Background: an optimization exercise with open tools, aiming at small area. Do not read the settings as production practice. The RTL was checked by simulation tests, not by an equivalence proof against the original design. The clock port is modelled as an ideal driver; clocking choices that lean on that would not hold on a real chip. Power and IR drop assume default switching activity.

// gain
module gain
   ( input  logic                 clk,
     input  logic                 reset,
     input  logic                 avsWr,
     input  logic        [ 31 : 0 ] avsWrData,
     output logic        [ 31 : 0 ] avsRdData,
     input  logic                 st,
     input  logic signed [ 15 : 0 ] a,
     output logic                 rdy,
     output logic signed [ 15 : 0 ] y );
Size: roughly 650 cells after synthesis, about 66 flip-flops.
export LEC_CHECK = 0
export CAP_MARGIN = 20
export CORE_MARGIN = 2
export CORE_UTILIZATION = 85
export CTS_BUF_LIST = sky130_fd_sc_hd__clkbuf_8
export SETUP_SLACK_MARGIN = 0.05
export SLEW_MARGIN = 20
export SYNTH_HIERARCHICAL = 1
export SYNTH_MINIMUM_KEEP_SIZE = 0
create_clock -name core_clock -period 6.4 [get_ports {clk}]
standard.sh (not shown) runs the stock make flow with config.mk's settings and CLKGATE_MAP_FILE= SYNTH_SCRIPT=/design/flow/synth_recipe.tcl, a recipe that flattens the netlist after the stock synthesis.
==> flow/flow/run.sh <==
#!/bin/bash
# Standard layout (the standard.sh: standard synthesis and ORFS steps) with these
# changes: every combinational cell is set to its smallest drive strength after
# floorplan (flow/downsize.tcl; later repair steps size up what they need), the ports
# are buffered with the smallest buffer cell, and clock tree synthesis adds no dummy
# loads, and the constant outputs share one tie cell. Each ORFS step keeps its own log under orfs/logs/; make's output goes to
# standard_flow.log.
set -euo pipefail
here=$(pwd)
bash standard.sh "POST_FLOORPLAN_TCL=$here/flow/downsize.tcl" \
  'BUFFER_PORTS_ARGS=-buffer_cell sky130_fd_sc_hd__buf_1' \
  'CTS_ARGS=-sink_clustering_enable -repair_clock_nets -buf_list sky130_fd_sc_hd__clkbuf_8 -dont_use_dummy_load' \
  'SKIP_REPAIR_TIE_FANOUT=1' finish > standard_flow.log 2>&1
==> flow/flow/downsize.tcl <==
# Sourced after floorplan (POST_FLOORPLAN_TCL): give every combinational cell
# the smallest drive strength of its function; the later repair steps size up
# what timing, slew and capacitance need.
set skip {^(df|dl|sdf|edf|conb|tap|fill|decap|diode|clk|lpflow|probe|macro)}
set dont_use [split [string trim $::env(DONT_USE_CELLS)]]
set n_swapped 0
foreach inst [get_cells *] {
  set m [get_property $inst ref_name]
  if { ![regexp {^sky130_fd_sc_hd__(.+)_([0-9]+)$} $m -> base drv] } { continue }
  if { [regexp $skip $base] } { continue }
  set best ""
  set best_area 1e9
  foreach lc [get_lib_cells sky130_fd_sc_hd__${base}_*] {
    set name [get_property $lc name]
    if { ![regexp "^sky130_fd_sc_hd__${base}_\[0-9\]+\$" $name] } { continue }
    if { [lsearch -exact $dont_use $name] >= 0 } { continue }
    set a [get_property $lc area]
    if { $a < $best_area } {
      set best_area $a
      set best $name
    }
  }
  if { $best ne "" && $best ne $m } {
    set cur_area [get_property [lindex [get_lib_cells $m] 0] area]
    if { $best_area < $cur_area } {
      replace_cell [get_property $inst full_name] $best
      incr n_swapped
    }
  }
}
puts "downsize: $n_swapped cells downsized"
The starting point finished with timing, DRC and antenna clean.
Edit:
GPL_TIMING_DRIVEN = 0   (was not set)
=>
- worst setup slack degrades by 0.26 ns
- synthesized area stays the same
- wire length rises by 0.33%
- final area rises by 0.41%
- power falls by 0.86%
- die area does not change
- count of clock-buffer cells in the layout does not change
- global-route usage falls by 1.5 points
Edit:
==> flow/flow/run.sh (replaced) <==
#!/bin/bash
# Standard layout (the standard.sh: standard synthesis and ORFS steps) with these
# changes: every combinational cell is set to its smallest drive strength after
# floorplan (flow/downsize.tcl; later repair steps size up what they need), the ports
# are buffered with the smallest buffer cell, clock tree synthesis adds no dummy
# loads, and the repairs after floorplan use only buf_1 and buf_2 (flow/smallbuf.tcl).
# Each ORFS step keeps its own log under orfs/logs/; make's output goes to
# standard_flow.log.
set -euo pipefail
here=$(pwd)
sb=$here/flow/smallbuf.tcl
bash standard.sh "POST_FLOORPLAN_TCL=$here/flow/downsize.tcl" \
  'BUFFER_PORTS_ARGS=-buffer_cell sky130_fd_sc_hd__buf_1' \
  'CTS_ARGS=-sink_clustering_enable -repair_clock_nets -buf_list sky130_fd_sc_hd__clkbuf_8 -dont_use_dummy_load' \
  "PRE_GLOBAL_PLACE_TCL=$sb" "PRE_RESIZE_TCL=$sb" "PRE_REPAIR_TIMING_POST_PLACE_TCL=$sb" \
  "PRE_CTS_TCL=$sb" "PRE_GLOBAL_ROUTE_TCL=$sb" \
  finish > standard_flow.log 2>&1
==> flow/flow/smallbuf.tcl (new file) <==
# Sourced before the steps that repair the design: leave only the two smallest
# buffers to the repairs.
set_dont_use {sky130_fd_sc_hd__buf_4 sky130_fd_sc_hd__buf_6 sky130_fd_sc_hd__buf_8 sky130_fd_sc_hd__buf_12 sky130_fd_sc_hd__buf_16}
CORE_UTILIZATION = 75   (was 85)
GPL_TIMING_DRIVEN = not set   (was 0)
Design area climbs by 1.2%.
Flip-flop and latch count does not change.
Clock-buffer cell count stays the same.
Total power drops by 4.4%.
Hold slack gets better by 0.0083 ns.
Wire length drops by 8.0%.
Core utilization drops by 9.3 points.
Synthesized cell count stays the same.
Edit:
==> flow/flow/run.sh (replaced) <==
#!/bin/bash
# Standard layout (the standard.sh: standard synthesis and ORFS steps) with these
# changes: every combinational cell is set to its smallest drive strength after
# floorplan (flow/downsize.tcl; later repair steps size up what they need), the ports
# are buffered with the smallest buffer cell, and clock tree synthesis uses large sink clusters and adds no dummy
# loads, and the constant outputs share one tie cell. Each ORFS step keeps its own log under orfs/logs/; make's output goes to
# standard_flow.log.
set -euo pipefail
here=$(pwd)
bash standard.sh "POST_FLOORPLAN_TCL=$here/flow/downsize.tcl" \
  'BUFFER_PORTS_ARGS=-buffer_cell sky130_fd_sc_hd__buf_1' \
  'CTS_ARGS=-sink_clustering_enable -sink_clustering_size 34 -sink_clustering_max_diameter 300 -repair_clock_nets -buf_list sky130_fd_sc_hd__clkbuf_8 -dont_use_dummy_load' \
  'SKIP_REPAIR_TIE_FANOUT=1' finish > standard_flow.log 2>&1
CORE_UTILIZATION = 85   (was 75)
removed: flow/flow/smallbuf.tcl
After rerunning: Area after synthesis does not change; via count is higher by 5.5%; total power is higher by 5.6%; worst setup slack improves by 0.067 ns; routed wire length rises by 8.4%; sequential cell count does not change; design area decreases by 1.6%; maximum frequency grows by 1.1%; clock-buffer cell count does not change; clock skew stays flat.

-- static timing again, ports no longer ideal --
In the flow no input, the clock included, has a driving cell. The finished layouts below were timed again as built, in two steps. Step 1 sets driving cells, clkbuf_16 on the clock port and buf_2 on the other inputs (assumed; they add their load-dependent delay and slew). Step 2 moves the port delays by t, midway between the first and last clock arrival at a register: inputs arrive t later, outputs are due t later. That takes back most of the time a late clock gives input paths. Slacks: no drivers / after step 1 / after step 2; pairs: no drivers / after step 1.
run	t (ns)	setup slack, ns	worst hold slack (ns)	worst setup path after step 2	cell pins on the clock port's net
the first run	0.373	0.446 / 0.446 / 0.446	0.334 / 0.334 / 0.334	register to register	1
the second run	0.373	0.189 / 0.189 / 0.189	0.347 / 0.347 / 0.347	register to register	1
the third run	0.384	0.379 / 0.379 / 0.379	0.355 / 0.355 / 0.355	register to register	1
the fourth run	0.373	0.446 / 0.446 / 0.446	0.334 / 0.334 / 0.334	register to register	1
After both steps every run listed still meets setup and hold.
